This design comes from an exercise in tuning for small area on the open sky130 flow, not from production work.
Where RTL was checked, it was by simulation tests only, not by an equivalence proof against the original.
Only the layout flow was run in runs 1 and 5; the RTL was not checked for function there.
No activity file was given, so power comes from the tool's default toggle rates.

==> design/flow/design.v <==
`timescale 1ns / 1ps
module main_ctrl(clk, rst, config_load, config_done, ifmap_ready, wght_ready, op_go, op_done, bias_write,
                 psum_split_condense, maxpooling, tile_order_first, tile_order_last,
                 ifmapR, ifmapC, ofmapR, ofmapC, kernelR, kernelC, inchannel, outchannel,
                 load_wght, data_ready, sum_in_bias, tile_done, current_state,
                 ofmap_en, ofmap_addrin,
                 ifmap_en_b, wght_en_b, ofmap_en_a, ofmap_en_b, bias_en_a, bias_en_b,
                 bias_addr_b, ifmap_addr_b, wght_addr_b, ofmap_addr_a, ofmap_addr_b,
                 ifmap_wen_b, wght_wen_b, ofmap_wen_a, ofmap_wen_b, bias_wen_a, bias_wen_b);
input clk,rst, config_load, config_done, ifmap_ready, wght_ready, op_go, op_done, bias_write;
input psum_split_condense,maxpooling,tile_order_first,tile_order_last;
input [5:0] ifmapR,ifmapC,ofmapR,ofmapC;
input [2:0] kernelR,kernelC;
input [9:0] inchannel;
input [4:0] outchannel;
output load_wght,data_ready,sum_in_bias,tile_done;
output [3:0] current_state;
input ofmap_en;
input [9:0] ofmap_addrin;
output ifmap_en_b,wght_en_b,ofmap_en_a,ofmap_en_b,bias_en_a,bias_en_b;
output bias_addr_b;
output [9:0] ifmap_addr_b;
output [9:0] wght_addr_b;
output [9:0] ofmap_addr_a,ofmap_addr_b;
output [7:0] ifmap_wen_b,wght_wen_b,bias_wen_a,bias_wen_b;
output [15:0] ofmap_wen_a,ofmap_wen_b;
reg [3:0] current_state;
reg [3:0] next_state;
wire s_idle = ~current_state[3] & (current_state[2:0]==3'd0);
wire s_ltc  = ~current_state[3] & (current_state[2:0]==3'd1);
wire s_ldb  = ~current_state[3] & (current_state[2:0]==3'd2);
wire s_ld   = ~current_state[3] & (current_state[2:0]==3'd3);
wire s_pe   = ~current_state[3] & (current_state[2:0]==3'd4);
wire s_sc   = ~current_state[3] & (current_state[2:0]==3'd5);
wire s_mac  = ~current_state[3] & (current_state[2:0]==3'd6);
wire s_off  = ~current_state[3] & (current_state[2:0]==3'd7);
wire s_rg   =  current_state[3] & ~current_state[0];
wire s_pool =  current_state[3] &  current_state[0];
reg data_ready, tile_done, poolwrite;
reg ifmap_loaded, wght_loaded, bias_loaded;
reg [1:0] sub;
reg [4:0] cnt;           
reg [4:0] dc;            
reg wen1, dn1, pf;       
reg [2:0] Kr, Kc;
reg [9:0] Ps;
reg [1:0] Och;
reg [5:0] Orx, Ocx;
reg [9:0] XP;            
reg [6:0] lin;           
reg [9:0] R1, R1o;
reg [9:0] D0,D1,D2,D3,D4,D5,D6,D7,D8,D9,D10,D11,D12,D13,D14,D15,D16;
wire [6:0] nps = psum_split_condense ? {4'd0,kernelC} : (inchannel[9:3] + (|inchannel[2:0]));
wire [1:0] ocs = outchannel[4:3] + (|outchannel[2:0]);
wire [9:0] Ps1 = Ps + 1'b1;
wire [2:0] Kr1 = Kr + 1'b1;
wire [2:0] Kc1 = Kc + 1'b1;
wire [1:0] Och1 = Och + 1'b1;
wire [5:0] Or1 = Orx + 1'b1;
wire [5:0] Oc1 = Ocx + 1'b1;
wire eP  = (Ps1 == {3'd0,nps});
wire eKr = (Kr1 == kernelR);
wire eKc = (Kc1 == kernelC);
wire eO  = (Och1 == ocs);
wire eOr = (Or1 == ofmapR);
wire eOc = (Oc1 == ofmapC);
wire check_done = (sub == 2'd3);
wire wght_shift_done = (cnt == 5'd8);
wire slice_done = (dc == 5'd3);    
wire ofmap_write = (cnt == 5'd27);
always @(posedge clk or posedge rst)
    if (rst) current_state <= 4'd0;
    else current_state <= next_state;
always @* begin
    next_state = current_state;
    case (current_state)
        4'd0: if (config_load) next_state = 4'd1;
        4'd1: if (config_done) next_state = (maxpooling || !tile_order_first) ? 4'd3 : 4'd2;
        4'd2: if (!bias_write) next_state = 4'd3;
        4'd3: if (data_ready) next_state = 4'd8;
        4'd8: if (op_go) next_state = 4'd5;
        4'd5: begin
            if (tile_done) next_state = tile_order_last ? 4'd7 : 4'd0;
            else if (maxpooling) next_state = 4'd9;
            else if (check_done) next_state = 4'd4;
        end
        4'd4: if (wght_shift_done) next_state = 4'd6;
        4'd6: if (slice_done) next_state = 4'd5;
        4'd7: if (op_done) next_state = 4'd0;
        4'd9: if (tile_done) next_state = 4'd7;
        default: next_state = 4'd0;
    endcase
end
reg [2:0] Kr_n, Kc_n;
reg [9:0] Ps_n;
reg [1:0] Och_n;
reg [5:0] Or_n, Oc_n;
reg ps_inc, och_inc, td_set;
reg [3:0] lcorr;
wire [3:0] kri4 = kernelR * nps[3:0];
wire eKr_c = psum_split_condense | eKr;
wire eKc_c = psum_split_condense | eKc;
always @* begin
    Kr_n = Kr; Kc_n = Kc; Ps_n = Ps; Och_n = Och; Or_n = 6'd0; Oc_n = 6'd0;
    ps_inc = 1'b0; och_inc = 1'b0; td_set = 1'b0; lcorr = 4'd0;
    if (s_idle | s_ltc | s_ldb | s_ld) begin
        Kr_n = 3'd0; Kc_n = 3'd0; Ps_n = 10'd0; Och_n = 2'd0;
    end
    if (s_rg) begin
        Kr_n = 3'd0; Kc_n = 3'd0; Ps_n = 10'h3ff; Och_n = 2'd0;
    end
    if (s_off) Och_n = 2'd0;
    if (s_sc && sub == 2'd0) begin
        if (!eP) begin
            Ps_n = Ps1; ps_inc = 1'b1;
        end else begin
            Ps_n = 10'd0;
            if (!eKr_c) Kr_n = Kr1;
            else begin
                Kr_n = 3'd0;
                if (!eKc_c) begin
                    Kc_n = Kc1;
                    if (!psum_split_condense && kernelR == 3'd0) lcorr = nps[3:0];
                end else begin
                    Kc_n = 3'd0;
                    if (!psum_split_condense)
                        lcorr = (kernelR == 3'd0) ? nps[3:0] : ((kernelC == 3'd0) ? kri4 : 4'd0);
                    if (!eO) begin Och_n = Och1; och_inc = 1'b1; end
                    else begin Och_n = 2'd0; td_set = 1'b1; end
                end
            end
        end
    end
    if (s_mac) begin
        Or_n = Orx; Oc_n = Ocx;
        if (slice_done) begin
            Or_n = 6'd0; Oc_n = 6'd0;
        end else if (!(eOr && eOc)) begin
            if (eOr) begin Or_n = 6'd0; Oc_n = Oc1; end
            else Or_n = Or1;
        end
    end
    if (s_pool) begin
        Or_n = Orx; Oc_n = Ocx; Och_n = 2'd0;
        if (pf & ~tile_done) ;
        else if (!eKr) Kr_n = Kr1;
        else begin
            Kr_n = 3'd0;
            if (!eKc) Kc_n = Kc1;
            else begin
                Kc_n = 3'd0;
                if (!eP) begin Ps_n = Ps1; ps_inc = 1'b1; end
                else begin
                    Ps_n = 10'd0;
                    if (!eOr) Or_n = Or1;
                    else begin
                        Or_n = 6'd0;
                        if (!eOc) Oc_n = Oc1;
                        else begin
                            Kr_n = Kr; Kc_n = Kc; Ps_n = Ps; Or_n = Orx; Oc_n = Ocx;
                            ps_inc = 1'b0;
                        end
                    end
                end
            end
        end
    end
end
wire cur_nz = (s_pool & ~pf) ? ((|Kc_n) | (|Kr_n) | (|Ps_n)) : ((|Kc) | (|Kr) | (|Ps));
assign sum_in_bias = tile_order_first & ~cur_nz;
wire [5:0] xstride = (psum_split_condense & ~maxpooling) ? 6'd1 : ifmapC;
always @(posedge clk) begin
    Kr <= Kr_n; Kc <= Kc_n; Ps <= Ps_n; Och <= Och_n; Orx <= Or_n; Ocx <= Oc_n;
    XP <= (Ps_n == 10'd0) ? (maxpooling ? {5'd0, Oc_n[3:0], 1'b0} : {7'd0, Kc_n}) : (ps_inc ? XP + xstride : XP);
    if (s_rg) lin <= 7'h7f;
    else if (s_sc && sub == 2'd0) lin <= lin + 1'b1 - {lcorr, 3'd0};
end
always @(posedge clk or posedge rst)
    if (rst) tile_done <= 1'b0;
    else if (s_idle) tile_done <= tile_order_last ? 1'b0 : tile_done;
    else if (s_sc) tile_done <= tile_done | td_set;
    else if (s_off) tile_done <= 1'b1;
    else if (s_pool) tile_done <= dn1;
    else tile_done <= 1'b0;
always @(posedge clk) begin
    ifmap_loaded <= (s_ldb | s_ld) & (ifmap_loaded | ifmap_ready);
    wght_loaded <= (s_ldb | s_ld) & (wght_loaded | wght_ready);
    bias_loaded <= (s_ldb & (bias_loaded | ~bias_write)) |
                   (s_ld & (bias_loaded | ~bias_write | ~tile_order_first));
    data_ready <= s_rg | (s_ld & (data_ready | (maxpooling ? ifmap_loaded : (bias_loaded & ifmap_loaded & wght_loaded))));
    sub <= s_sc ? sub + 1'b1 : 2'd0;
    cnt <= (s_pe | s_mac) ? ((cnt == 5'd27) ? cnt : cnt + 1'b1) : 5'd0;
    dc <= (s_mac & eOr & eOc) ? {dc[3:0], dc[4] ^ dc[2]} : 5'd1;
    pf <= s_sc;
    wen1 <= s_pool & ~pf & eKr & eKc;
    dn1 <= s_pool & ~pf & eKr & eKc & eP & eOr & eOc;
    poolwrite <= s_sc | (s_pool & wen1);
end
wire [2:0] Kcm = pf ? 3'd0 : Kc;
wire [2:0] Krm = pf ? 3'd0 : Kr;
wire [9:0] Xi = XP + (maxpooling ? {3'd0, Kcm} : {4'd0, Ocx});
wire [6:0] Yi = Krm + (maxpooling ? {Orx[3:0],1'b0} : Orx);
wire [1:0] Q = maxpooling ? (s_pool ? Ps[1:0] : 2'd0) : Och;
wire [7:0] Uo = (Q[0] ? {2'd0,ofmapC} : 8'd0) + (Q[1] ? {1'b0,ofmapC,1'b0} : 8'd0) + Ocx;
always @(posedge clk) begin
    R1 <= Xi * ifmapR + Yi;
    R1o <= Uo * ofmapR + Orx;
end
assign ifmap_addr_b = R1;
assign ofmap_addr_a = ofmap_en ? ofmap_addrin : R1o;
assign wght_addr_b = {lin, cnt[2:0]};
assign bias_addr_b = Och[0];
always @(posedge clk) begin
    D0 <= ofmap_addr_a; D1 <= D0; D2 <= D1; D3 <= D2; D4 <= D3; D5 <= D4; D6 <= D5; D7 <= D6;
    D8 <= D7; D9 <= D8; D10 <= D9; D11 <= D10; D12 <= D11; D13 <= D12; D14 <= D13; D15 <= D14; D16 <= D15;
end
assign ofmap_addr_b = maxpooling ? D0 : D16;
assign load_wght = s_pe;
assign wght_en_b = s_pe;
assign ifmap_en_b = s_mac | s_pool;
assign ofmap_en_b = s_mac | s_pool;
assign bias_en_a = s_ldb;
assign bias_wen_a = {8{s_ldb}};
assign bias_en_b = s_mac & sum_in_bias;
assign ofmap_en_a = (s_mac & ~sum_in_bias) | (s_off & ofmap_en);
assign ofmap_wen_b = {16{(s_mac & ofmap_write) | (s_pool & poolwrite)}};
assign ifmap_wen_b = 8'd0;
assign wght_wen_b = 8'd0;
assign bias_wen_b = 8'd0;
assign ofmap_wen_a = 16'd0;
endmodule
==> design/flow/flow/run.sh <==
#!/bin/bash
# Standard ORFS layout (the standard.sh, standard synthesis) with three changes:
#  - port buffers use the smallest buffer cell (buf_1),
#  - clock tree synthesis inserts no dummy loads and builds the tree from clkbuf_4,
#  - constant outputs share one tie cell instead of one tie cell each.
set -euo pipefail
bash standard.sh \
  BUFFER_PORTS_ARGS="-buffer_cell sky130_fd_sc_hd__buf_1" \
  CTS_ARGS="-sink_clustering_enable -repair_clock_nets -dont_use_dummy_load -buf_list {sky130_fd_sc_hd__clkbuf_4} -sink_clustering_size 10 -sink_clustering_max_diameter 40" \
  SKIP_REPAIR_TIE_FANOUT=1 \
  finish > standard.log 2>&1
==> design/flow/standard.sh <==
#!/bin/bash
# synth_recipe.tcl (not shown) runs the flow's synth.tcl, then flattens the netlist and writes it again
# the make line also repeats each setting of config.mk as NAME=value (left out here)
make -C /OpenROAD-flow-scripts/flow DESIGN_CONFIG=/design/flow/config.mk WORK_HOME=/design/flow/orfs CLKGATE_MAP_FILE= SYNTH_SCRIPT=/design/flow/synth_recipe.tcl "${@:-finish}"
==> design/flow/config.mk <==
export PLATFORM = sky130hd
export DESIGN_NAME = main_ctrl
export DESIGN_NICKNAME = main_ctrl
export VERILOG_FILES = /design/flow/design.v
export SDC_FILE = /design/flow/constraint.sdc
export NUM_CORES = 4
export LEC_CHECK = 0
export CAP_MARGIN = 20
export CORE_MARGIN = 2
export CORE_UTILIZATION = 65
export SLEW_MARGIN = 20
==> design/flow/constraint.sdc <==
create_clock -name core_clock -period 8.0 [get_ports {clk}]
set_input_delay 1.6000 -clock core_clock [delete_from_list [all_inputs] [get_ports {clk}]]
set_output_delay 1.6000 -clock core_clock [all_outputs]
set_load 0.01 [all_outputs]
==> results.txt, run 1 <==
Timing:
- The number of endpoints with negative hold slack in the final report is 0.
- Setup repair after global routing left no endpoint under its margin.
- The final number of max-transition violations is 0.
- At the pin with the least slew margin, the transition time is 753 ps.
- The post-layout minimum cycle time is 7200 ps.
- Measured against its own limit, the worst slew margin works out to 49.8%.
- The highest clock frequency the design can meet is around 140 MHz.
- The final worst-path cycle share is 90.0%.
- The setup violation total in the final timing report is 0.
- The final worst clock skew is 86.1 ps.
- The final total negative setup slack is 0 ps.

Clock tree:
- The number of CTS-inserted buffers is 39.
- TritonCTS built the clock tree.
- The longest clock path from root to sink contains 3 buffers.
- The later pin in the worst-skew pair is clocked with a latency of 630 ps.
- Clock-pin slew was measured on the worst setup and hold paths at 100 ps.
- The library cell used as clock root buffer is sky130_fd_sc_hd__clkbuf_4.
- In this run, post-CTS hold repair placed 0 buffers.
- After clock tree synthesis, the setup repair step added 0 buffers.
- The CTS sink count is 262.
- The H-tree depth is 2.
- After clock tree synthesis, the repair step resized 0 gates.

Floorplanning:
- Row generation in the floorplan step produced 53 rows.
- The die footprint is 22200 um^2.
- The core region is between 20000 and 25000 um^2.
- Pin placement for this block handled 188 I/O pins.
- The initial core utilization is 65.7%.
- The die boundary width is 149 um.
- The die is 149 um tall.

Hold path:
- The worst hold path startpoint is D7[0]$_DFF_P_.
- The classification of the worst-slack hold path is flip-flop to flip-flop.

Finish:
- Relative to the synthesized area, the layout overhead comes to 4.47%.
- Leaving out fill and tap cells, the most frequent cells in the layout are sky130_fd_sc_hd__dfxtp_1 (239), sky130_fd_sc_hd__buf_1 (146), sky130_fd_sc_hd__inv_1 (126).
- For this run, the post-layout net count is 1692.
- The library cell used most frequently in the layout, excluding fill and tap cells, is sky130_fd_sc_hd__dfxtp_1.
- After filler insertion, the fill cell instance count of the layout stands at 1704.
- The final instance count without filler cells is 1748.
- The fraction of final layout cells with drive strength greater than 1 is 7.00%.

Worst setup path:
- At the worst endpoint, the arrival time is 5600 ps.
- The critical path starts at inchannel[1].
- The critical path start-end classification is primary input to output port.
- The critical-path cell with the highest stage delay is sky130_fd_sc_hd__nor3_4.
- The data required time of the worst path is around 6400 ps.
- The worst register-to-register path begins at current_state[3]$_DFFE_PP0P_.
- Grouping stages by cell kind, the critical path spends the most delay in simple AND/OR/NAND/NOR gates.
- The critical path launch point type is a primary input.
- The worst path buffer plus inverter count is 2.
- The worst setup path is captured at an output port.
- The largest single stage delay on the critical path is 520 ps.
- In this run the worst path has a maximum fanout of 13.
- Walking the worst path, the cells encountered are buf_1 -> or3_1 -> ha_1 -> ha_1 -> mux2i_1 -> xnor2_1 -> a211oi_2 -> o211ai_2 -> nor3_4 -> nor2_2 -> a211oi_2 -> o211ai_1 -> and4bb_1 -> a31oi_4 -> o31a_1 -> buf_1.

Logic synthesis:
- The register bit count reported by yosys is between 200 and 300.
- In this run the mean area of a mapped cell was 9.93 um^2.
- The count of distinct cell types in the synthesized netlist is 82.
- The most used flip-flop cell after synthesis is sky130_fd_sc_hd__dfxtp_1.
- After technology mapping, the gate count stands at 1377.
- Summing the sequential cell areas from Yosys gives 39.8% of the chip area.
- After synthesis, the share of flip-flops with an asynchronous set or reset is ~1.9%.
- Summing every instance area after synthesis gives 13700 um^2.
- The count of warnings emitted by yosys is 1.
- In this run, synthesis inferred 18 flip-flops with an integrated enable.

Pwr:
- The share of total power dissipated in the clock network is around 13%.
- Per report_power, the sequential group accounts for 38.4% of the total.
- For this design the static power due to leakage is 0.00613 uW.
- The proportion of power drawn by combinational gates is between 40% and 50%.
- Dividing total power by cell area gives a power density of 347 nW/um^2.
- Net switching is 39.1% of the power.
- The peak ir drop on the vdd network is 0.562 mV.
- The internal power consumption is 3020 uW.
- For this design the total switching power over the nets is about 1900 uW.

Drt:
- The number of vias per cell is 5.35.
- The first TritonRoute pass finished after 5 iterations.
- The detailed router finished its first iteration with 422 violations.
- For this block, the via count after detailed routing is 9346.
- The residual antenna-violating net count after detailed routing is 0.
- After detailed routing, the total wire length is approximately 26 mm.
- The average wire length per cell after detail routing is around 15 um.
- The number of DRC violations after detailed routing is 0.

Placement:
- The half-perimeter wire length of the detailed placement result is roughly 20 mm.
- Once placement completed, the tool counted placed cells totaling approximately 1700.
- The count of buffers added on input and output ports is around 150.
- At the end of routability-driven placement, the weighted congestion stood at between 0.9 and 1.

GRT:
- The first global-routing pass estimated 44.0 mm of wire.
- The number of global-route vias before repair is 9088.
- Across every metal layer, demand over resource in global routing totals 24.5%.
- The maximum number of pins on one net before global-route repair is 41.
- Global routing finished with a remaining overflow of 0.
- The initial antenna violation count is 1.

Run status:
- The flow ran to the end and the layout has no timing, DRC or antenna violations.

Run:
- Across the run, the number of max-cap violations was 0.
power by group through the flow:
| stage | Combinational, uW | Sequential, uW | Clock [uW] |
|---|---|---|---|
| 6_report | 2430 | 1900 | 622 |
| 5_1_grt | 2790 | 1940 | 699 |
| 4_1_cts | 2460 | 1910 | 649 |
| 3_5_place_dp | 2440 | 1930 | 0 |
| 3_3_place_gp | 2380 | 1920 | 0 |
| 2_1_floorplan | 2000 | 1860 | 0 |
worst paths after layout:
path / endpoint / slack [ps] / cells after the start
setup / recovery: ofmap_en_a / 800 / 16
hold / removal: D8[0]$_DFF_P_ / 290 / 0
setup reg to reg: R1o[9]$_DFF_P_ / 1160 / 30
hold reg to reg: D8[0]$_DFF_P_ / 290 / 0
max in group asynchronous: current_state[3]$_DFFE_PP0P_ / 6940 / 2
min in group asynchronous: current_state[0]$_DFFE_PP0P_ / 840 / 2
cell families (layout without fill, tap and decap cells):
logic type,count (synthesis),count (layout),share of synthesized area (%)
adders and majority gates,149,149,16.9
DFF,262,262,39.8
other,1,2,0.0274
AOI/OAI and AO/OA,194,194,9.51
muxes,31,31,2.50
xor gates and xnor gates,107,107,7.48
buffers and inverters,232,327,8.50
and+or+nand+nor,401,401,15.2
Yosys cell counts, types with 7 or more instances:
library cell               number  area [um^2]
sky130_fd_sc_hd__buf_2          8         40.0
sky130_fd_sc_hd__nor3_1        19         95.1
sky130_fd_sc_hd__mux2_2        25          282
sky130_fd_sc_hd__and2_1        38          238
sky130_fd_sc_hd__o211ai_1      11         82.6
sky130_fd_sc_hd__nand2_1      114          428
sky130_fd_sc_hd__nor2_1        81          304
sky130_fd_sc_hd__nand4_1        8         50.1
sky130_fd_sc_hd__clkbuf_1      23         86.3
sky130_fd_sc_hd__o21ai_0       46          230
sky130_fd_sc_hd__ha_1          89         1110
sky130_fd_sc_hd__nand3_1       23          115
sky130_fd_sc_hd__a21oi_1       47          235
sky130_fd_sc_hd__fa_1          60         1200
sky130_fd_sc_hd__xnor2_1       78          683
sky130_fd_sc_hd__dfxtp_1      239         4780
sky130_fd_sc_hd__a31oi_1       10         62.6
sky130_fd_sc_hd__or3_1         12         75.1
sky130_fd_sc_hd__xor2_1        23          201
sky130_fd_sc_hd__nor2b_1       35          219
sky130_fd_sc_hd__buf_4         69          518
sky130_fd_sc_hd__edfxtp_1      18          541
sky130_fd_sc_hd__nand2b_1      23          144
sky130_fd_sc_hd__o21bai_1      14          105
sky130_fd_sc_hd__inv_1        126          473
sky130_fd_sc_hd__and3_1         7         43.8
sky130_fd_sc_hd__a21o_1        14          105
per-layer routing:
layer / global-route usage [%] / up-vias / share of wire, %
met4: 6.95 / 0 / 2.0
met1: 33.3 / 4394 / 46
met5: 0 / - / 0
met2: 40.8 / 220 / 48
li1: - / 4688 / -
met3: 4.07 / 44 / 4.5
layout make-up:
class	count	area [um^2]	share of cell area, %
multi-input combinational	883	7060	49.4
sequential	262	5450	38.1
timing repair buffer	161	658	4.61
inverter	127	477	3.34
tap	275	344	2.41
clock buffer	39	293	2.05
antenna	1	2.50	0.0175
metrics by stage:
stage	util, %	cell area (um^2)	hold WS [ps]	worst slack, ps	power, uW
after global placement	67.2	14000	311	505	4300
after global routing	68.6	14300	274	524	5430
after CTS	68.6	14300	287	829	5020
after floorplan	-	13700	310	769	3860
after detailed placement	67.2	14000	312	345	4370
final	68.6	14300	288	798	4950
==> run 2, diff against run 1 <==
--- a/design/flow/design.v
+++ b/design/flow/design.v
@@ -67,5 +67,5 @@
 wire check_done = (sub == 2'd3);
 wire wght_shift_done = (cnt == 5'd8);
-wire slice_done = (dc == 5'd3);    
+wire slice_done = (dc == 5'd18);
 wire ofmap_write = (cnt == 5'd27);
 always @(posedge clk or posedge rst)
@@ -191,5 +191,5 @@
     sub <= s_sc ? sub + 1'b1 : 2'd0;
     cnt <= (s_pe | s_mac) ? ((cnt == 5'd27) ? cnt : cnt + 1'b1) : 5'd0;
-    dc <= (s_mac & eOr & eOc) ? {dc[3:0], dc[4] ^ dc[2]} : 5'd1;
+    dc <= (s_mac & eOr & eOc) ? dc + 1'b1 : 5'd0;
     pf <= s_sc;
     wen1 <= s_pool & ~pf & eKr & eKc;
--- a/design/flow/flow/run.sh
+++ b/design/flow/flow/run.sh
@@ -7,5 +7,5 @@
 bash standard.sh \
   BUFFER_PORTS_ARGS="-buffer_cell sky130_fd_sc_hd__buf_1" \
-  CTS_ARGS="-sink_clustering_enable -repair_clock_nets -dont_use_dummy_load -buf_list {sky130_fd_sc_hd__clkbuf_4} -sink_clustering_size 10 -sink_clustering_max_diameter 40" \
+  CTS_ARGS="-sink_clustering_enable -repair_clock_nets -dont_use_dummy_load -buf_list {sky130_fd_sc_hd__clkbuf_4} -sink_clustering_size 10 -sink_clustering_max_diameter 60" \
   SKIP_REPAIR_TIE_FANOUT=1 \
   finish > standard.log 2>&1
==> run 2 against run 1 <==
Still clean; critical path depth is 13 higher; area after synthesis down 0.39%; register-to-register slack worse by 180 ps; non-clock buffer count shrank 4; design area shrank 0.93%; die area down 0.38%; worst hold slack improved by 0.98 ps; synthesized cell count decreased by 1.5%; via count increased by 0.19%; critical endpoint is now R1o[9]$_DFF_P_.
==> results.txt, run 2 <==
Run status:
- The flow ran to the end and the layout has no timing, DRC or antenna violations.

Finish:
- The fraction of final layout cells with drive strength greater than 1 is 6.72%.
- In the layout the commonest cells are sky130_fd_sc_hd__dfxtp_1 (239), sky130_fd_sc_hd__buf_1 (146), sky130_fd_sc_hd__inv_1 (123).
- The final layout contains approximately 1700 nets.
- From synthesis to final layout, the design area changed by 3.91%.
- Leaving out fill and tap cells, the most frequent cell in the layout is sky130_fd_sc_hd__dfxtp_1.

Worst setup path:
- The maximum fanout count along the critical path is 7.
- The worst reg2reg path startpoint is current_state[3]$_DFFE_PP0P_.
- For the worst setup path, the data arrival time is 7690 ps.
- In this run the register-to-register setup slack is 980 ps.
- The data required time of the worst path is 8520 ps.
- The end point of the critical path is R1o[9]$_DFF_P_.
- The critical path launch point type is a primary input.
- The critical-path cell with the highest stage delay is sky130_fd_sc_hd__fa_1.
- The critical path in this run is classified as primary input to flip-flop.
- Tracing the worst setup path back leads to its startpoint at maxpooling.
- The number of cells traversed by the worst register-to-register path is 28.
- In this run the critical register-to-register path is captured at R1o[9]$_DFF_P_.
- In this design, the stage delay of the slowest critical-path cell is 520 ps.
- The nature of the critical path endpoint is a flip-flop.

Floorplanning:
- The floorplan step defined a core boundary enclosing between 20000 and 25000 um^2.
- The die height is 149 um.
- 188 I/O pins were placed.
- The die footprint is about 22000 um^2.
- For this configuration, the core starts out at a cell density of roughly two thirds.
- In this run the horizontal extent of the chip is 149 um.
- The site row count is 52.

Drt:
- The via total after detailed routing is 9364.
- For this run, design rule violations remaining after detail routing come to 0.
- The first TritonRoute pass finished after 5 iterations.
- The number of vias per cell is between 5 and 6.
- The average wire length per cell after detail routing is between 15 and 20 um.
- The residual antenna-violating net count after detailed routing is 0.
- The first routing iteration left 493 violations.
- Wires add up to 27.1 mm.

Clock tree:
- The clock tree from TritonCTS is yes.
- Post-CTS timing repair inserted 0 buffers for setup.
- Gates resized during post-CTS repair numbered 0.
- The H-tree depth is 2.
- The number of hold buffers added after cts is 0.
- The clock-pin slew on the worst setup and hold paths is 100 ps.
- At the later pin of the worst-skew pair, clock insertion delay measures 620 ps.
- Counting along the longest clock path gives a buffer depth of 3.
- Counting the buffers created by CTS gives 34.
- The root buffer cell chosen for the clock tree is sky130_fd_sc_hd__clkbuf_4.
- The clock net in this run drives a total of 262 sinks.

Logic synthesis:
- Dividing the synthesized area by the synthesized cell count gives 10.0 um^2.
- The post-synthesis cell type with the largest combined area is sky130_fd_sc_hd__dfxtp_1.
- The count of distinct cell types in the synthesized netlist is 91.
- Counting flops with a built-in enable in the synthesized netlist gives 18.
- The register bit count reported by yosys is approximately 260.
- In the post-synthesis netlist, the biggest area contributors are sky130_fd_sc_hd__dfxtp_1 (35%), sky130_fd_sc_hd__fa_1 (8.8%), sky130_fd_sc_hd__ha_1 (8.4%), sky130_fd_sc_hd__xnor2_1 (4.8%), sky130_fd_sc_hd__edfxtp_1 (4.0%).
- The synthesized design devotes to its leading area cell type around a third of total area.
- After synthesis, the most frequently instantiated cells are sky130_fd_sc_hd__dfxtp_1 (239), sky130_fd_sc_hd__inv_1 (123), sky130_fd_sc_hd__nand2_1 (110).
- Counting every instance in the synthesized netlist gives 1357.
- The count of warnings emitted by yosys is 1.
- Counting flops with an async set or reset pin after synthesis yields a share of 1.91%.
- After synthesis the cells add up to 13600 um^2.
- The commonest register cell after synthesis is sky130_fd_sc_hd__dfxtp_1.
- Of the synthesized area, sequential elements account for 40.0%.
- The most numerous cell in the Yosys netlist is sky130_fd_sc_hd__dfxtp_1.

Pwr:
- The power density over cell area is 387 nW/um^2.
- The standby leakage power is 0.00612 uW.
- The peak ir drop on the vdd network is ~0.4 mV.

Hold path:
- The worst hold path belongs to the class flip-flop to flip-flop.

Run:
- The tool flagged a number of max-cap violations equal to 0.

GRT:
- The first global-routing pass estimated 44.3 mm of wire.
- The overflow left after global routing is 0.
- The number of global-route vias before repair is 9041.
- Entering global routing, the biggest net connects 41 pins.
- The initial antenna violation count is 0.
- The total routing resource utilization after global routing is 24.9%.

Placement:
- The half-perimeter wire length of the detailed placement result is approximately 21 mm.
- The routability congestion estimate is 0.877.
- The number of port buffers is 147.
- The pre-CTS worst setup slack is 231 ps.

Timing:
- The final worst clock skew is 73.1 ps.
- The final number of max-transition violations is 0.
- Static timing analysis puts the maximum clock frequency at between 100 and 150 MHz.
- The setup violation total in the final timing report is 0.
- Across all setup checks in the final design, the least slack found is 826 ps.
- The worst-case headroom to the max-slew limit is 33.5%.
- After layout, the minimum clock period comes to approximately 7000 ps.
- After routing, the total negative slack on setup checks comes to 0 ps.
- In the finished design, the share of the clock period the worst path needs comes to 89.7%.
- The number of endpoints with negative hold slack in the final report is 0.
- Setup repair after global routing left no endpoint under its margin.
- The pin slew with the least headroom to its limit is 997 ps.
==> run 2: cells by family after synthesis <==
group / Yosys count / synth area share [%]
xor+xnor: 108 / 7.31
mux: 37 / 3.17
buf+inv: 228 / 8.46
fa+ha+maj: 152 / 17.2
flops: 262 / 40.0
other cells: 1 / 0.0275
simple gates: 389 / 14.6
compound gates: 180 / 9.17
==> run 2: worst min-delay path by stage <==
| stage | startpoint | to | cells after the start |
|---|---|---|---|
| floorplan | D9[0]$_DFF_P_ | D10[0]$_DFF_P_ | 0 |
| global placement | D11[1]$_DFF_P_ | D12[1]$_DFF_P_ | 0 |
| detailed placement | D9[5]$_DFF_P_ | D10[5]$_DFF_P_ | 0 |
| CTS | D3[7]$_DFF_P_ | D4[7]$_DFF_P_ | 0 |
| global route | D3[7]$_DFF_P_ | D4[7]$_DFF_P_ | 0 |
| finish | D3[7]$_DFF_P_ | D4[7]$_DFF_P_ | 0 |
==> run 2: where the power goes <==
part / internal [uW] / switching [uW]
clock: 197 / 394
sequential: 1760 / 262
combinational: 1290 / 1570
==> run 2: worst max-delay path, delay by kind of cell <==
kind | cells | cell delay [ps]
adders and majority gates | 8 | 3430
AOI/OAI and AO/OA | 6 | 1120
and+or+nand+nor | 5 | 620
buffers and inverters | 7 | 470
xor gates and xnor gates | 3 | 430
==> run 2: final cells by class <==
cell class | instances | area (um^2)
Antenna cell | 1 | 2.50
Clock buffer | 34 | 255
Fill cell | 1666 | 6270
Inverter | 123 | 462
Multi-Input combinational cell | 867 | 7020
Sequential cell | 262 | 5450
Tap cell | 270 | 338
Timing Repair Buffer | 157 | 628
==> run 2: per-layer routing <==
layer	vias to the layer above	track usage (%)	wire length (um)
li1	4615	-	-
met1	4410	33.4	12300
met2	283	41.8	12500
met3	56	4.34	1660
met4	0	6.86	618
met5	-	0	0
==> run 2: through the flow <==
| stage | utilization (%) | hold slack (ps) | cells | power [uW] | area [um^2] |
|---|---|---|---|---|---|
| final | 69.3 | 289 | 1714 | 5470 | 14200 |
| after global routing | 69.3 | 268 | 1713 | 6040 | 14200 |
| after CTS | 69.3 | 285 | 1713 | 5530 | 14200 |
| after detailed placement | 68.0 | 312 | 1679 | 4920 | 13900 |
| after global placement | 68.0 | 310 | 1679 | 4840 | 13900 |
| after floorplan | - | 310 | 1357 | 4340 | 13600 |
==> run 3, diff against run 2 <==
==> design/flow/flow/run.sh (replaced) <==
#!/bin/bash
# Standard ORFS layout (the standard.sh, standard synthesis) with these changes:
#  - port buffers use the smallest buffer cell (buf_1),
#  - clock tree synthesis inserts no dummy loads and builds the tree from clkbuf_4,
#  - constant outputs share one tie cell instead of one tie cell each,
set -euo pipefail
bash standard.sh \
  BUFFER_PORTS_ARGS="-buffer_cell sky130_fd_sc_hd__buf_1" \
  CTS_ARGS="-sink_clustering_enable -repair_clock_nets -dont_use_dummy_load -buf_list {sky130_fd_sc_hd__clkbuf_4} -sink_clustering_size 12 -sink_clustering_max_diameter 40" \
  SKIP_REPAIR_TIE_FANOUT=1 \
  GPL_KEEP_OVERFLOW=0 \
  finish > standard.log 2>&1
==> run 3 against run 2 <==
Largest power group unchanged; critical path depth shrank 14; via count decreased by 0.29%; combinational power about the same; maximum frequency fell by 4.0%; first-iteration DRC count down 15%; clock skew about the same; synthesized cell count unchanged; area after synthesis is the same; clock power barely moved.
==> results.txt, run 3 <==
Placement:
- The routability congestion estimate is 0.926.
- The total cell area at the placement stage is 13800 um^2.
- The half-perimeter wire length of the detailed placement result is 21.4 mm.
- In this run the tool buffered the top-level ports with 147 buffer cells.

Drt:
- The via total after detailed routing is 9337.
- The count of routing violations after the opening detailed-route iteration is 420.
- Dividing the detail-routed via count by the number of cells gives 5.48.
- Summed over all layers, the routed wires come to 27.7 mm.
- The residual antenna-violating net count after detailed routing is 0.
- The average wire length per cell after detail routing is 16.3 um.
- After detailed routing, the number of remaining DRC violations is 0.
- The number of optimization iterations in the first detailed-route pass is 5.

GRT:
- The total routing resource utilization after global routing is 26.0%.
- The maximum number of pins on one net before global-route repair is 41.
- The first global-routing pass estimated 46.4 mm of wire.
- The initial antenna violation count came to 0.
- The overflow left after global routing is 0.
- The number of global-route vias before repair is 9415.

Clock tree:
- The H-tree depth is 2.
- The number of CTS-inserted buffers is 35.
- The maximum clock path buffer count is 3.
- In this run the post-CTS setup repair buffer count came out at 0.
- The clock tree from TritonCTS is yes.
- The clock-pin slew on the worst setup and hold paths is 110 ps.
- The library cell used as clock root buffer is sky130_fd_sc_hd__clkbuf_4.
- The latest clock arrival within the worst-skew pair is about 630 ps.
- For this design, the sink count on the clock tree is 262.
- The number of hold buffers added after cts is 0.

Hold path:
- The min-delay analysis places its worst path in the category flip-flop to flip-flop.
- Counting instances, the worst hold path has a depth of 0.

Finish:
- The final net count is 1656.
- In the layout the commonest cells are sky130_fd_sc_hd__dfxtp_1 (239), sky130_fd_sc_hd__buf_1 (146), sky130_fd_sc_hd__inv_1 (123).
- The repair_antennas step left the layout with diodes totalling 0.
- The most frequent standard cell in the layout excluding fill and tap cells is sky130_fd_sc_hd__dfxtp_1.
- The fraction of final layout cells with drive strength greater than 1 is 6.28%.
- The post-route standard cell area excluding fillers is roughly 14000 um^2.
- The area growth from synthesis to final layout is 3.50%.

Timing:
- Setup violations remaining at the end of the flow were counted as 0.
- The final number of max-transition violations is 0.
- Setup repair after global routing left no endpoint under its margin.
- The number of endpoints with negative hold slack in the final report is 0.
- The final worst clock skew is around 73 ps.
- Headroom to the max-slew limit came out at 30.2%.
- Derived from the worst setup path, the maximum achievable clock frequency is ~130 MHz.
- Setup total negative slack on the finished layout was measured at 0 ps.
- The post-layout minimum cycle time is roughly 7500 ps.
- The pin slew with the least headroom to its limit is 1050 ps.
- The final worst-path cycle share is between 90% and 100%.

Logic synthesis:
- The post-synthesis cell type with the largest combined area is sky130_fd_sc_hd__dfxtp_1.
- The count of distinct cell types in the synthesized netlist is 91.
- For this run, the number of Yosys warnings is 1.
- Sorting the synthesized cells by how often they occur yields sky130_fd_sc_hd__dfxtp_1 (239), sky130_fd_sc_hd__inv_1 (123), sky130_fd_sc_hd__nand2_1 (110).
- The synthesized design devotes to its leading area cell type a little over a third of total area.
- Sorting the synthesized cells by area gives the leading types as sky130_fd_sc_hd__dfxtp_1 (35%), sky130_fd_sc_hd__fa_1 (8.8%), sky130_fd_sc_hd__ha_1 (8.4%), sky130_fd_sc_hd__xnor2_1 (4.8%), sky130_fd_sc_hd__edfxtp_1 (4.0%).
- The commonest register cell after synthesis is sky130_fd_sc_hd__dfxtp_1.
- The per-instance average area after synthesis is 10.0 um^2.
- The most numerous cell in the Yosys netlist is sky130_fd_sc_hd__dfxtp_1.
- The register bit count reported by yosys is approximately 260.
- The sequential-to-total area share from yosys stat is 40.0%.
- The share of flip-flops with an asynchronous set or reset is 1.91%.
- The synthesized area is between 10000 and 15000 um^2.
- The number of flops mapped to enable cells by yosys is 18.
- After technology mapping, the gate count stands at between 1000 and 1500.

Floorplanning:
- The die footprint is 22100 um^2.
- Pin placement for this block handled about 190 I/O pins.
- The floorplan step set the die height to 149 um.
- The initial core utilization is 66.7%.
- The initialized floorplan defines 52 standard-cell rows.
- The floorplan core area is 20400 um^2.
- The die boundary width is roughly 150 um.

Run:
- Max-cap violations in this run came to 0.

Run status:
- The run finished with no timing, DRC or antenna violations.

Worst setup path:
- The critical path is of the primary input to output port type.
- The nature of the critical path endpoint is an output port.
- The worst setup path is launched from a primary input.
- The number of cells on the worst reg-to-reg path is 28.
- STA puts the critical path data required time at 6400 ps.
- The minimum setup slack among reg-to-reg paths is a little under 1000 ps.
- Of all nets on the critical path, the largest fanout is 22.
- Data arrives at the worst endpoint at between 5000 and 6000 ps.

Pwr:
- Summed over all cells, the static leakage comes to around 0.0061 uW.
- The peak ir drop on the vdd network is around 0.28 mV.
- Dividing total power by cell area gives a power density of 388 nW/um^2.
## run 3: cell counts after synthesis
Identical to the previous run, type by type.
## run 3: timing repair
item                                   CTS  global route
gates resized for setup                  0             1
setup endpoints to repair                0             1
endpoints found under the hold margin    0             0
## run 3: worst max-delay path: stages
cell	delay, ps
sky130_fd_sc_hd__buf_1	70
sky130_fd_sc_hd__or3_1	360
sky130_fd_sc_hd__ha_1	190
sky130_fd_sc_hd__ha_1	220
sky130_fd_sc_hd__xor2_1	330
sky130_fd_sc_hd__o21ai_0	160
sky130_fd_sc_hd__xnor2_1	220
sky130_fd_sc_hd__o2111ai_2	230
sky130_fd_sc_hd__a211oi_4	780
sky130_fd_sc_hd__a311oi_1	150
sky130_fd_sc_hd__a211oi_1	260
sky130_fd_sc_hd__and4_1	670
sky130_fd_sc_hd__nand4_1	220
sky130_fd_sc_hd__a21oi_1	210
sky130_fd_sc_hd__buf_1	180
## run 3: per-stage QoR
stage	total power [uW]	utilization [%]	instances	worst slack (ps)	hold WS (ps)
floorplan	4340	-	1357	598	310
global route	6040	69.0	1704	106	219
detailed placement	4920	67.7	1669	-124	312
CTS	5530	69.0	1704	538	251
global placement	4830	67.7	1669	-798	310
finish	5470	69.0	1704	526	243
## run 3: metal layers
metal  vias to the layer above  GRT usage [%]  share of wire [%]
li1                       4586              -                  -
met1                      4417           35.1                 45
met2                       276           43.6                 47
met3                        58           4.13                5.3
met4                         0           7.86                2.6
met5                         -              0                  0
## run 3: cell type report
type,count,area [um^2]
inverter,123,462
fill,1680,6330
tap,270,338
clock buffer,35,263
sequential,262,5450
multi-input combinational,867,7030
timing repair buffer,147,556
## run 3: final timing paths
path                                                endpoint                          from
worst max-delay path                             sum_in_bias                  inchannel[1]
worst min-delay path                           D5[2]$_DFF_P_                 D4[2]$_DFF_P_
worst max register to register                R1o[9]$_DFF_P_  current_state[0]$_DFFE_PP0P_
worst min register to register                 D5[2]$_DFF_P_                 D4[2]$_DFF_P_
max in group asynchronous       current_state[0]$_DFFE_PP0P_                           rst
min in group asynchronous       current_state[3]$_DFFE_PP0P_                           rst
## run 3: report_power, final
group / internal, uW / leakage [uW] / switching [uW]
clock network: 202 / 0.000161 / 388
registers: 1760 / 0.00225 / 280
logic: 1270 / 0.00366 / 1570
total: 3230 / 0.00607 / 2240
## run 3: logic make-up after synthesis
group           after synthesis  synth area share, %
compound gates              180                 9.17
xor+xnor                    108                 7.31
fa+ha+maj                   152                 17.2
buf+inv                     228                 8.46
flops                       262                 40.0
mux                          37                 3.17
other cells                   1               0.0275
simple gates                389                 14.6
==> run 4, diff against run 3 <==
--- a/design/flow/flow/run.sh
+++ b/design/flow/flow/run.sh
@@ -7,5 +7,5 @@
 bash standard.sh \
   BUFFER_PORTS_ARGS="-buffer_cell sky130_fd_sc_hd__buf_1" \
-  CTS_ARGS="-sink_clustering_enable -repair_clock_nets -dont_use_dummy_load -buf_list {sky130_fd_sc_hd__clkbuf_4} -sink_clustering_size 12 -sink_clustering_max_diameter 40" \
+  CTS_ARGS="-sink_clustering_enable -repair_clock_nets -dont_use_dummy_load -buf_list {sky130_fd_sc_hd__clkbuf_4} -sink_clustering_size 10 -sink_clustering_max_diameter 40" \
   SKIP_REPAIR_TIE_FANOUT=1 \
   GPL_KEEP_OVERFLOW=0 \
==> run 4 against run 3 <==
Register-to-register slack got worse by 20 ps; wire length barely moved; critical path depth did not move; setup slack got worse by 22 ps; maximum frequency fell by 0.29%; clock-buffer cell count rose by 3; synthesized cell count did not move; non-clock buffer count did not move; clock power rose by 4.2%; critical path type unchanged.
==> results.txt, run 4 <==
Drt:
- The routed layout has approximately 9400 vias.
- After detailed routing, the number of remaining DRC violations is 0.
- The average wire length per cell after detail routing is 16.2 um.
- For this run, the detailed router's first-pass iteration total came to 5.
- The count of nets left with antenna violations once routing finished came out at 0.
- In the routed layout, each cell is associated on average with a via count of 5.49.
- The first routing iteration left 450 violations.
- The total wire length is around 28 mm.

Logic synthesis:
- The synthesized design contains 18 enable-type register cells.
- The post-synthesis cell type with the largest combined area is sky130_fd_sc_hd__dfxtp_1.
- The netlist uses 91 different library cells.
- In this run the mean area of a mapped cell was 10.0 um^2.
- By count the netlist is led by sky130_fd_sc_hd__dfxtp_1 (239), sky130_fd_sc_hd__inv_1 (123), sky130_fd_sc_hd__nand2_1 (110).
- After synthesis, flip-flops and latches occupy 40.0% of the total area.
- For this run, the number of Yosys warnings is 1.
- After synthesis the netlist holds a flip-flop and latch count of between 200 and 300.
- After synthesis, the cell types taking the most area are sky130_fd_sc_hd__dfxtp_1 (35%), sky130_fd_sc_hd__fa_1 (8.8%), sky130_fd_sc_hd__ha_1 (8.4%), sky130_fd_sc_hd__xnor2_1 (4.8%), sky130_fd_sc_hd__edfxtp_1 (4.0%).
- For this run, asynchronously set or reset flops after synthesis account for about 1.9%.
- In the post-synthesis netlist, the cell with the most instances is sky130_fd_sc_hd__dfxtp_1.
- The count of mapped cells out of synthesis is 1357.
- The synthesized area is about 14000 um^2.
- The area share of the largest cell type after synthesis is between 30% and 40%.
- Among all flip-flop cells after synthesis, the most frequent one is sky130_fd_sc_hd__dfxtp_1.

Floorplanning:
- The die boundary width is 149 um.
- The die height is 149 um.
- The initial core utilization is between 60% and 70%.
- The die covers about 22000 um^2.
- The top-level I/O count is 188.
- The site row count is 52.
- The floorplan core area is slightly above 20000 um^2.

Pwr:
- The power density over cell area is slightly below 400 nW/um^2.
- For this design the static power due to leakage is 0.00609 uW.
- The final total power is 5500 uW.
- The peak ir drop on the vdd network is 0.287 mV.

Worst setup path:
- Data on the critical path is required at its endpoint by 6400 ps.
- The arrival time of the worst setup path is 5900 ps.
- The maximum fanout count along the critical path is 22.
- The worst setup path is launched from a primary input.
- The minimum setup slack among reg-to-reg paths is 970 ps.
- The nature of the critical path endpoint is an output port.
- By startpoint and endpoint, the worst setup path is classified as primary input to output port.

Hold path:
- In this run the worst hold path is classified as flip-flop to flip-flop.

Clock tree:
- The post-CTS setup repair buffer count is 0.
- The clock-pin slew on the worst setup and hold paths is 90 ps.
- The post-cts gate resize count is 0.
- The maximum clock path buffer count is 3.
- The clock tree from TritonCTS is yes.
- The library cell used as clock root buffer is sky130_fd_sc_hd__clkbuf_4.
- The latest clock arrival within the worst-skew pair is 630 ps.
- In this run, CTS created clock tree buffers numbering 38.
- The CTS sink count is 262.
- After clock tree synthesis, the flow added hold-fix buffers numbering 0.
- The H-tree depth is 2.

Run:
- The tool flagged a number of max-cap violations equal to 0.

Timing:
- The final-layout worst hold slack is 261 ps.
- The highest clock frequency the design can meet is around 130 MHz.
- The setup violation total in the final timing report is 0.
- The final number of max-transition violations is 0.
- The smallest clock period supported by the final layout is computed as roughly 7500 ps.
- On the final layout, the worst clock skew is 77.0 ps.
- The pin slew with the least headroom to its limit is 981 ps.
- The number of endpoints with negative hold slack in the final report is 0.
- The final total negative setup slack is 0 ps.
- The final worst-path cycle share is 93.7%.
- Setup repair after global routing left no endpoint under its margin.
- The worst-case headroom to the max-slew limit is 34.6%.

GRT:
- The number of global-route vias before repair is ~9500.
- The initial antenna violation count is 0.
- The overflow left after global routing is 0.
- Entering global routing, the biggest net connects 41 pins.
- The first global-routing pass estimated approximately 46 mm of wire.
- Global routing used 26.0% of the available tracks.

Finish:
- Leaving out fill and tap cells, the most frequent cells in the layout are sky130_fd_sc_hd__dfxtp_1 (239), sky130_fd_sc_hd__buf_1 (146), sky130_fd_sc_hd__inv_1 (123).
- For this run, the post-layout net count is 1659.
- The most frequent standard cell in the layout excluding fill and tap cells is sky130_fd_sc_hd__dfxtp_1.
- The number of antenna diodes in the final layout is 0.
- Of the cells placed in the final design, the portion with a size suffix greater than 1 is 6.47%.
- Relative to the synthesized area, the layout overhead comes to 3.66%.
- The finished cells cover 14100 um^2.
- Measured on the finished design, the core utilization comes to approximately 69%.

Placement:
- Summed over all nets, the half-perimeter wirelength after detailed placement is 21.4 mm.
- The routability congestion estimate is 0.926.
- The total cell area at the placement stage is 13800 um^2.
- The number of port buffers is between 100 and 150.

Run status:
- The flow ran to the end and the layout has no timing, DRC or antenna violations.
[run 4: cell counts after synthesis]
No cell type changed its count.
[run 4: report_power, final]
| group | switching [uW] | internal (uW) | total (uW) |
|---|---|---|---|
| Combinational | 1570 | 1270 | 2840 |
| Sequential | 280 | 1760 | 2040 |
| Clock | 397 | 218 | 615 |
[run 4: layer usage]
layer	up-vias	routed length, um	global-route usage, %
met4	0	691	7.81
met5	-	0	0
met2	288	13100	43.8
met3	54	1550	4.13
li1	4602	-	-
met1	4424	12400	34.9
[run 4: worst paths after layout]
path / cells after the start / from / to
worst min register to register: 0 / D7[8]$_DFF_P_ / D8[8]$_DFF_P_
max in group asynchronous: 2 / rst / current_state[0]$_DFFE_PP0P_
worst max-delay path: 15 / inchannel[1] / sum_in_bias
worst min-delay path: 0 / D7[8]$_DFF_P_ / D8[8]$_DFF_P_
worst max register to register: 28 / current_state[0]$_DFFE_PP0P_ / R1o[9]$_DFF_P_
min in group asynchronous: 2 / rst / current_state[3]$_DFFE_PP0P_
[run 4: final cells by class]
class	instances	area (um^2)
Fill cell	1670	6310
Tap cell	270	338
Inverter	123	462
Clock buffer	38	285
Sequential cell	262	5450
Multi-Input combinational cell	867	7030
Timing Repair Buffer	147	556
[run 4: kinds of logic after synthesis]
group / Yosys count / share of synthesized area, %
AOI/OAI and AO/OA: 180 / 9.17
and+or+nand+nor: 389 / 14.6
xor gates and xnor gates: 108 / 7.31
muxes: 37 / 3.17
DFF: 262 / 40.0
other: 1 / 0.0275
adders and majority gates: 152 / 17.2
buffers and inverters: 228 / 8.46
[run 4: worst max-delay path, stage by stage]
cell                        delay, ps
sky130_fd_sc_hd__buf_1             70
sky130_fd_sc_hd__or3_1            360
sky130_fd_sc_hd__ha_1             190
sky130_fd_sc_hd__ha_1             220
sky130_fd_sc_hd__xor2_1           330
sky130_fd_sc_hd__o21ai_0          160
sky130_fd_sc_hd__xnor2_1          210
sky130_fd_sc_hd__o2111ai_2        220
sky130_fd_sc_hd__a211oi_4         750
sky130_fd_sc_hd__a311oi_1         150
sky130_fd_sc_hd__a211oi_1         270
sky130_fd_sc_hd__and4_1           680
sky130_fd_sc_hd__nand4_1          240
sky130_fd_sc_hd__a21oi_1          210
sky130_fd_sc_hd__buf_1            190
[run 4: stage by stage]
step / instances / setup slack [ps]
final: 1707 / 505
after global routing: 1707 / 105
after detailed placement: 1669 / -124
after CTS: 1707 / 523
after floorplan: 1357 / 598
after global placement: 1669 / -798
==> run 5, diff against run 4 <==
--- a/design/flow/design.v
+++ b/design/flow/design.v
@@ -167,5 +167,6 @@
     end
 end
-wire cur_nz = (s_pool & ~pf) ? ((|Kc_n) | (|Kr_n) | (|Ps_n)) : ((|Kc) | (|Kr) | (|Ps));
+wire reg_nz = (|Kc) | (|Kr) | (|Ps);
+wire cur_nz = (s_pool & ~pf) ? (~(eKr & eKc & eP) | (eOr & eOc & reg_nz)) : reg_nz;
 assign sum_in_bias = tile_order_first & ~cur_nz;
 wire [5:0] xstride = (psum_split_condense & ~maxpooling) ? 6'd1 : ifmapC;
==> run 5 against run 4 <==
Design area is 0.32% higher; setup slack better by 140 ps; largest cell class unchanged; synthesized cell count is 1.5% lower; via count is 2.0% lower; maximum frequency is 1.9% higher; highest routed layer is now met5; global-route usage is 0.93 points lower.
==> results.txt, run 5 <==
Drt:
- The first detailed-routing pass ran for 6 iterations.
- For this block, the routed nets add up to 26.6 mm of wire.
- Detailed routing inserted a total of 9176 vias.
- After detailed routing, the average wire length per cell comes to ~16 um.
- Dividing the detail-routed via count by the number of cells gives about 5.4.
- In this run the remaining antenna-violating nets after routing total 0.
- The detailed router finished its first iteration with 450 violations.
- After detailed routing, the number of remaining DRC violations is 0.

Timing:
- The final number of max-transition violations is 0.
- The final worst clock skew is 64.7 ps.
- The final-layout worst hold slack is 262 ps.
- The worst path meets setup with 641 ps of slack.
- Setup repair after global routing left no endpoint under its margin.
- Setup violations remaining at the end of the flow were counted as 0.
- The highest clock frequency the design can meet is 136 MHz.
- Counting I/O delays and the setup requirement, the final critical path takes 7360 ps.
- At the pin with the least slew margin, the transition time is 1000 ps.
- The worst-case headroom to the max-slew limit is 33.1%.
- The final worst-path cycle share is 92.0%.
- The number of endpoints with negative hold slack in the final report came to 0.

Logic synthesis:
- For this run, the number of Yosys warnings is 1.
- The sequential-to-total area share from yosys stat is between 40% and 50%.
- The number of flops mapped to enable cells by yosys is 21.
- The synthesized area is 13600 um^2.
- After technology mapping, the gate count stands at 1336.
- In the post-synthesis netlist, the cell with the most instances is sky130_fd_sc_hd__dfxtp_1.
- sky130_fd_sc_hd__dfxtp_1 takes more of the synthesized area than any other cell.
- After synthesis, the mean cell area works out to 10.2 um^2.
- After synthesis, the share of flip-flops with an asynchronous set or reset is roughly 1.9%.
- The most used flip-flop cell after synthesis is sky130_fd_sc_hd__dfxtp_1.
- Counting flops and latches in the post-synthesis netlist gives 262.
- Counting instances in the post-synthesis netlist gives the leading cell types as sky130_fd_sc_hd__dfxtp_1 (236), sky130_fd_sc_hd__inv_1 (116), sky130_fd_sc_hd__nand2_1 (107).
- The area share of the largest cell type after synthesis is 34.7%.
- Synthesis instantiated 82 different standard cells from the library.
- Sorting the synthesized cells by area gives the leading types as sky130_fd_sc_hd__dfxtp_1 (35%), sky130_fd_sc_hd__fa_1 (8.8%), sky130_fd_sc_hd__ha_1 (8.4%), sky130_fd_sc_hd__xnor2_1 (4.7%), sky130_fd_sc_hd__edfxtp_1 (4.6%).

Pwr:
- Across the VDD grid, the largest voltage drop is 0.273 mV.
- The standby leakage power is approximately 0.0063 uW.
- Of the total power, the share spent switching nets is roughly two fifths.
- Combinational cells account for between 40 and 50% of the total power.
- Internal power comes to 2970 uW.
- For this design the total switching power over the nets is 1870 uW.
- The sequential fraction of design power is 40.2%.
- The fraction of power consumed by the clock network is 12.7%.
- Dividing total power by cell area gives a power density of 342 nW/um^2.

Placement:
- The number of cells after detailed placement is 1654.
- Before CTS, the worst setup slack after placement is -151 ps.
- The number of port buffers is 147.
- At the end of routability-driven placement, the weighted congestion stood at just under 0.9.
- The total cell area at the placement stage is 13900 um^2.
- The half-perimeter wire length of the detailed placement result is 20.6 mm.

Floorplanning:
- The die footprint is between 20000 and 25000 um^2.
- Measured along the y axis, the die boundary spans 149 um.
- For this configuration, the core starts out at a cell density of around 67%.
- The initialized floorplan defines 52 standard-cell rows.
- The floorplan core area is 20400 um^2.
- The top-level I/O count is ~190.
- The die boundary width is 149 um.

Clock tree:
- The number of clock buffers added by TritonCTS is 38.
- The number of hold buffers added after CTS was 0.
- The clock-pin slew on the worst setup and hold paths is 100 ps.
- The latest clock arrival within the worst-skew pair is 610 ps.
- The CTS sink count is 262.
- Once the clock tree was built, the setup fixing pass inserted 0 buffers.
- The post-cts gate resize count is 0.
- The library cell used as clock root buffer is sky130_fd_sc_hd__clkbuf_4.
- The maximum clock path buffer count is 3.
- In this run the number of H-tree levels came out at 2.
- The clock tree from TritonCTS is yes.

Worst setup path:
- The data required time of the worst path is 8520 ps.
- The nature of the critical path endpoint is a flip-flop.
- The arrival time of the worst setup path is between 7000 and 8000 ps.
- The total number of cells along the worst setup path is 29.
- The endpoint identified for the worst register-to-register timing path is R1o[9]$_DFF_P_.
- The maximum fanout count along the critical path is 33.
- STA classifies the critical path startpoint as a primary input.
- The most numerous cell type found on the critical path is sky130_fd_sc_hd__inv_1.
- The critical path contains buffers and inverters numbering 8 combined.
- The critical path start-end classification is primary input to flip-flop.
- The worst stage delay on the critical path is 520 ps.
- The critical path ends at R1o[9]$_DFF_P_.
- The number of cells on the worst reg-to-reg path is 28.
- The critical-path cell with the highest stage delay is sky130_fd_sc_hd__fa_1.
- In this run the critical register-to-register path is launched from current_state[0]$_DFFE_PP0P_.
- The minimum setup slack among reg-to-reg paths is roughly 900 ps.
- The family with the most delay on the worst path is adder cells.
- The most critical setup path has its startpoint at maxpooling.

GRT:
- The number of global-route vias before repair is between 9000 and 10000.
- Global routing used 25.1% of the available tracks.
- The first global-routing pass estimated 44.6 mm of wire.
- Entering global routing, the biggest net connects 41 pins.
- The initial antenna violation count is 3.
- The overflow left after global routing is 0.

Finish:
- The final net count is 1644.
- The final design utilization is 69.3%.
- In the layout the commonest cells are sky130_fd_sc_hd__dfxtp_1 (236), sky130_fd_sc_hd__buf_1 (146), sky130_fd_sc_hd__inv_1 (116).
- The area growth from synthesis to final layout is 3.95%.
- The multi-input combinational cells in the finished layout cover a total of 7060 um^2.
- Summing all flip-flop and latch instances after layout gives 5480 um^2.
- With fillers left out, the area of the finished cells amounts to between 10000 and 15000 um^2.
- The fraction of final layout cells with drive strength greater than 1 is under 10%.
- The filler cells instantiated in the layout total 1638.
- The library cell used most frequently in the layout, excluding fill and tap cells, is sky130_fd_sc_hd__dfxtp_1.
- The final instance count without filler cells is ~1700.

Run status:
- The run finished with no timing, DRC or antenna violations.

Hold path:
- The classification of the worst-slack hold path is flip-flop to flip-flop.

Run:
- Max-cap violations in this run came to 0.
==> run 5: metal layers <==
layer	part of all wire, %	track usage [%]	vias to the layer above
met5	0.049	0	-
met4	2.8	8.38	2
met3	6.2	4.10	62
met2	47	42.4	296
met1	44	33.1	4303
li1	-	-	4513
==> run 5: cell type report <==
class,count,share of cell area [%]
clock buffers,38,2.01
well taps,270,2.38
repair buffers,147,3.92
diodes,2,0.0353
inverters,117,3.10
multi-input cells,858,49.9
flip-flops and latches,262,38.7
==> run 5: logic make-up after synthesis <==
logic type	Yosys count	synth area share, %
other cells	1	0.0275
compound gates	164	8.05
simple gates	387	14.9
buf+inv	216	8.01
fa+ha+maj	151	17.2
xor+xnor	108	7.80
mux	47	3.86
flops	262	40.2
==> run 5: worst min-delay path by stage <==
stage / from / end / depth (start not counted)
6_report: D8[3]$_DFF_P_ / D9[3]$_DFF_P_ / 0
5_1_grt: D8[3]$_DFF_P_ / D9[3]$_DFF_P_ / 0
4_1_cts: D8[3]$_DFF_P_ / D9[3]$_DFF_P_ / 0
3_5_place_dp: D15[8]$_DFF_P_ / D16[8]$_DFF_P_ / 0
3_3_place_gp: D4[0]$_DFF_P_ / D5[0]$_DFF_P_ / 0
2_1_floorplan: D9[0]$_DFF_P_ / D10[0]$_DFF_P_ / 0
==> run 5: power groups by stage <==
stage	clock network, uW	registers (uW)	logic, uW
floorplan	0	1890	1910
global placement	0	1970	2220
detailed placement	0	1980	2290
CTS	644	1950	2310
global route	699	2000	2610
finish	614	1950	2280
==> run 5: through the flow <==
| stage | power, uW | TNS, ps |
|---|---|---|
| after global placement | 4190 | -3480 |
| after detailed placement | 4270 | -151 |
| after floorplan | 3800 | 0 |
| final | 4840 | 0 |
| after CTS | 4910 | 0 |
| after global routing | 5310 | 0 |
==> run 6, diff against run 5 <==
--- a/design/flow/design.v
+++ b/design/flow/design.v
@@ -167,11 +167,10 @@
     end
 end
-wire reg_nz = (|Kc) | (|Kr) | (|Ps);
-wire cur_nz = (s_pool & ~pf) ? (~(eKr & eKc & eP) | (eOr & eOc & reg_nz)) : reg_nz;
+wire cur_nz = (s_pool & ~pf) ? ((|Kc_n) | (|Kr_n) | (|Ps_n)) : ((|Kc) | (|Kr) | (|Ps));
 assign sum_in_bias = tile_order_first & ~cur_nz;
 wire [5:0] xstride = (psum_split_condense & ~maxpooling) ? 6'd1 : ifmapC;
 always @(posedge clk) begin
     Kr <= Kr_n; Kc <= Kc_n; Ps <= Ps_n; Och <= Och_n; Orx <= Or_n; Ocx <= Oc_n;
-    XP <= (Ps_n == 10'd0) ? (maxpooling ? {5'd0, Oc_n[3:0], 1'b0} : {7'd0, Kc_n}) : (ps_inc ? XP + xstride : XP);
+    XP <= (Ps_n == 10'd0) ? 10'd0 : (ps_inc ? XP + xstride : XP);
     if (s_rg) lin <= 7'h7f;
     else if (s_sc && sub == 2'd0) lin <= lin + 1'b1 - {lcorr, 3'd0};
@@ -200,5 +199,5 @@
 wire [2:0] Kcm = pf ? 3'd0 : Kc;
 wire [2:0] Krm = pf ? 3'd0 : Kr;
-wire [9:0] Xi = XP + (maxpooling ? {3'd0, Kcm} : {4'd0, Ocx});
+wire [9:0] Xi = XP + Kcm + (maxpooling ? {Ocx[3:0],1'b0} : Ocx);
 wire [6:0] Yi = Krm + (maxpooling ? {Orx[3:0],1'b0} : Orx);
 wire [1:0] Q = maxpooling ? (s_pool ? Ps[1:0] : 2'd0) : Och;
==> design/flow/run.sh (new file) <==
#!/bin/bash
# synth_recipe.tcl (not shown) runs the flow's synth.tcl, then flattens the netlist and writes it again
# the make line also repeats each setting of config.mk as NAME=value (left out here)
make -C /OpenROAD-flow-scripts/flow DESIGN_CONFIG=/design/flow/config.mk WORK_HOME=/design/flow/orfs CLKGATE_MAP_FILE= SYNTH_SCRIPT=/design/flow/synth_recipe.tcl finish
removed: design/flow/flow/run.sh
removed: design/flow/standard.sh
==> run 6 against run 5 <==
Worst hold slack improved by 55 ps; maximum frequency decreased by 5.0%; cell count increased by 6.3%; critical endpoint is now sum_in_bias; clock skew decreased by 48 ps; setup slack got worse by 390 ps; utilization increased by 7.5 points.
==> results.txt, run 6 <==
Run status:
- The run finished with no timing, DRC or antenna violations.

Worst setup path:
- The worst reg2reg path startpoint is current_state[3]$_DFFE_PP0P_.
- The arrival time of the worst setup path is 6150 ps.
- The worst setup path startpoint is inchannel[1].
- The critical path goes through clkdlybuf4s50_1 -> or3_1 -> ha_1 -> ha_1 -> mux2i_4 -> xor2_1 -> nand4_1 -> nor4_4 -> o21ai_2 -> or3_1 -> a31oi_2 -> or3b_2 -> nor4_4 -> a311oi_1 -> nor2_1 -> clkdlybuf4s50_1.
- For flop-to-flop paths, the worst setup slack is 680 ps.
- In this run the worst path has a maximum fanout of 9.
- The end point of the critical path is sum_in_bias.
- The end of the worst register-to-register path is R1o[9]$_DFF_P_.
- The worst setup path is captured at an output port.
- The critical path launch point type is a primary input.
- The critical path start-end classification is primary input to output port.

GRT:
- The overflow left after global routing is 0.
- The initial antenna violation count is 0.
- The maximum number of pins on one net before global-route repair is 23.
- The number of global-route vias before repair is 9874.

Clock tree:
- The number of CTS-inserted buffers is 26.
- The clock passes through at most 3 buffers.
- The latest clock arrival within the worst-skew pair is between 500 and 600 ps.
- The library cell used as clock root buffer is sky130_fd_sc_hd__clkbuf_16.
- The clock drives 262 sinks.
- The clock-pin slew on the worst setup and hold paths is 70 ps.

Placement:
- At the end of routability-driven placement, the weighted congestion stood at 0.907.
- The number of port buffers is 147.
- The half-perimeter wire length of the detailed placement result is 22.2 mm.

Logic synthesis:
- The biggest area contributor in the post-synthesis netlist is sky130_fd_sc_hd__dfxtp_1.
- The area share of the largest cell type after synthesis is 35.9%.
- Summing every instance area after synthesis gives 13700 um^2.
- Synthesis instantiated 79 different standard cells from the library.
- The most numerous cell in the Yosys netlist is sky130_fd_sc_hd__dfxtp_1.
- For this run, the number of Yosys warnings is 1.
- The register bit count reported by yosys is ~260.
- The share of flip-flops with an asynchronous set or reset is about 1.9%.
- The synthesized design contains 12 enable-type register cells.
- In this run the mean area of a mapped cell was 9.90 um^2.
- The commonest register cell after synthesis is sky130_fd_sc_hd__dfxtp_1.

Drt:
- Wires add up to 31.6 mm.
- The wire length the detailed router placed on met1 is about 13 mm.
- Using the TritonRoute via totals, the vias-per-cell ratio works out to about 5.4.
- After detailed routing, the average wire length per cell comes to 17.5 um.
- The via total after detailed routing is around 9800.
- The number of optimization iterations in the first detailed-route pass is 6.
- The routed design uses 15.6 mm of met2 wire.
- The count of routing violations after the opening detailed-route iteration is 613.
- After detailed routing, the met3 layer carries around 1.6 mm of wire.

Floorplanning:
- The die covers between 20000 and 25000 um^2.
- The core region is 20800 um^2.
- The initialized floorplan defines 53 standard-cell rows.
- The die boundary width is 149 um.
- Measured along the y axis, the die boundary spans 149 um.

Finish:
- The fraction of final layout cells with drive strength greater than 1 is 7.34%.
- The final net count is about 1700.
- In the layout the commonest cells are sky130_fd_sc_hd__dfxtp_1 (245), sky130_fd_sc_hd__clkdlybuf4s50_1 (146), sky130_fd_sc_hd__inv_1 (120).
- Summing all multi-input logic gate instances after layout gives 7330 um^2.
- The area growth from synthesis to final layout is 17.1%.
- The most frequent standard cell in the layout excluding fill and tap cells is sky130_fd_sc_hd__dfxtp_1.
- The area of all sequential standard cells is 5390 um^2.

Timing:
- For this run, the top clock speed supported by timing is 129 MHz.
- The setup violation total in the final timing report is 0.
- The tightest hold path in the finished design has a slack of around 320 ps.
- The final worst clock skew is 17.0 ps.
- At the pin with the least slew margin, the transition time is 788 ps.
- Setup repair after global routing left no endpoint under its margin.
- The final number of max-transition violations is 0.
- The number of endpoints with negative hold slack in the final report is 0.
- Setup total negative slack on the finished layout was measured at 0 ps.
- Of the available clock period, the critical path in the final layout requires 96.8%.

Hold path:
- The classification of the worst-slack hold path is flip-flop to flip-flop.

Run:
- The tool flagged a number of max-cap violations equal to 0.

Pwr:
- The standby leakage power is 0.00704 uW.
- The peak ir drop on the vdd network is 0.305 mV.
## run 6: changes by cell type after synthesis, moves of 10 or more
cell,delta
sky130_fd_sc_hd__and2_1,-17
sky130_fd_sc_hd__nor2_1,+16
sky130_fd_sc_hd__and3_1,-12
sky130_fd_sc_hd__a21oi_1,+10
sky130_fd_sc_hd__nand2b_1,+10
sky130_fd_sc_hd__nor2b_1,+10
## run 6: per-stage QoR
stage               instance area, um^2  setup WS, ps  cells  utilization, %  power (uW)
global route                      16000          17.2   1800            76.9        6790
detailed placement                15100           133   1751            72.3        4950
global placement                  15100           260   1751            72.3        4830
CTS                               16000           150   1799            76.8        6310
floorplan                         13800           439   1419               -        4130
finish                            16000           254   1800            76.9        6290
## run 6: repair_timing
action | CTS | global route
resized for setup | 0 | 4
setup buffers | 0 | 1
setup endpoints to repair | 0 | 2
## run 6: how the worst min path moves through the flow
stage / startpoint / to / slack (ps) / cells after the start
after floorplan: D9[0]$_DFF_P_ / D10[0]$_DFF_P_ / 310 / 0
after global placement: D12[2]$_DFF_P_ / D13[2]$_DFF_P_ / 310 / 0
after detailed placement: D9[3]$_DFF_P_ / D10[3]$_DFF_P_ / 310 / 0
after CTS: D14[2]$_DFF_P_ / D15[2]$_DFF_P_ / 320 / 0
after global routing: D8[6]$_DFF_P_ / D9[6]$_DFF_P_ / 330 / 0
final: D14[2]$_DFF_P_ / D15[2]$_DFF_P_ / 320 / 0
## run 6: cells by family after synthesis
| kind of cell | after synthesis | share of synthesized area [%] |
|---|---|---|
| compound gates | 182 | 8.73 |
| xor+xnor | 102 | 6.94 |
| fa+ha+maj | 158 | 17.9 |
| buf+inv | 223 | 8.10 |
| flops | 262 | 39.4 |
| mux | 39 | 3.19 |
| other cells | 1 | 0.0274 |
| simple gates | 413 | 15.7 |
## run 6: area by class of cell
type	instances	share of cell area, %
multi-input cells	934	45.8
clock inverters	15	1.07
repair buffers	161	9.82
flip-flops and latches	262	33.7
clock buffers	33	4.68
well taps	275	2.15
inverters	120	2.81
## run 6: where the power goes
part | internal [uW] | total, uW | switching, uW
sequential | 1730 | 1990 | 264
combinational | 1360 | 3000 | 1640
clock | 744 | 1300 | 552
## run 6: routing by layer
| metal | vias up | global-route usage, % |
|---|---|---|
| li1 | 4732 | - |
| met3 | 70 | 3.94 |
| met2 | 321 | 49.8 |
| met1 | 4655 | 36.8 |
| met4 | 0 | 9.67 |
| met5 | - | 0 |
## run 6: critical path, delay by kind of cell
family | cells | cell delay, ps
and+or+nand+nor | 7 | 2140
AOI/OAI and AO/OA | 3 | 530
adders and majority gates | 2 | 540
muxes | 1 | 220
buffers and inverters | 2 | 940
xor gates and xnor gates | 1 | 170

## static timing again, ports no longer ideal
How much do the figures lean on ideal ports? The routed layouts below were timed once more, with nothing changed but the port constraints.
Step 1 assumes that a clkbuf_16 drives the clock port and a buf_2 every other input.
Step 2 times the ports against the registers' clock, not the clock port: input delays grow and output delays shrink by t, the midpoint of the rising clock arrivals with the driver on.
a / b / c = ideal / step 1 / step 2; a / b = the first two.
run | t (ns) | slack for setup (ns)
run 1 | 0.627 | 0.798 / 0.779 / 0.335
run 2 | 0.621 | 0.826 / 0.806 / 0.212
run 3 | 0.621 | 0.526 / 0.499 / -0.032
run 4 | 0.632 | 0.505 / 0.478 / -0.051
run 5 | 0.625 | 0.641 / 0.664 / 0.039
run 6 | 0.573 | 0.254 / 0.232 / -0.071
With both steps, setup timing fails in run 3, run 4 and run 6, where it was met with ideal ports.
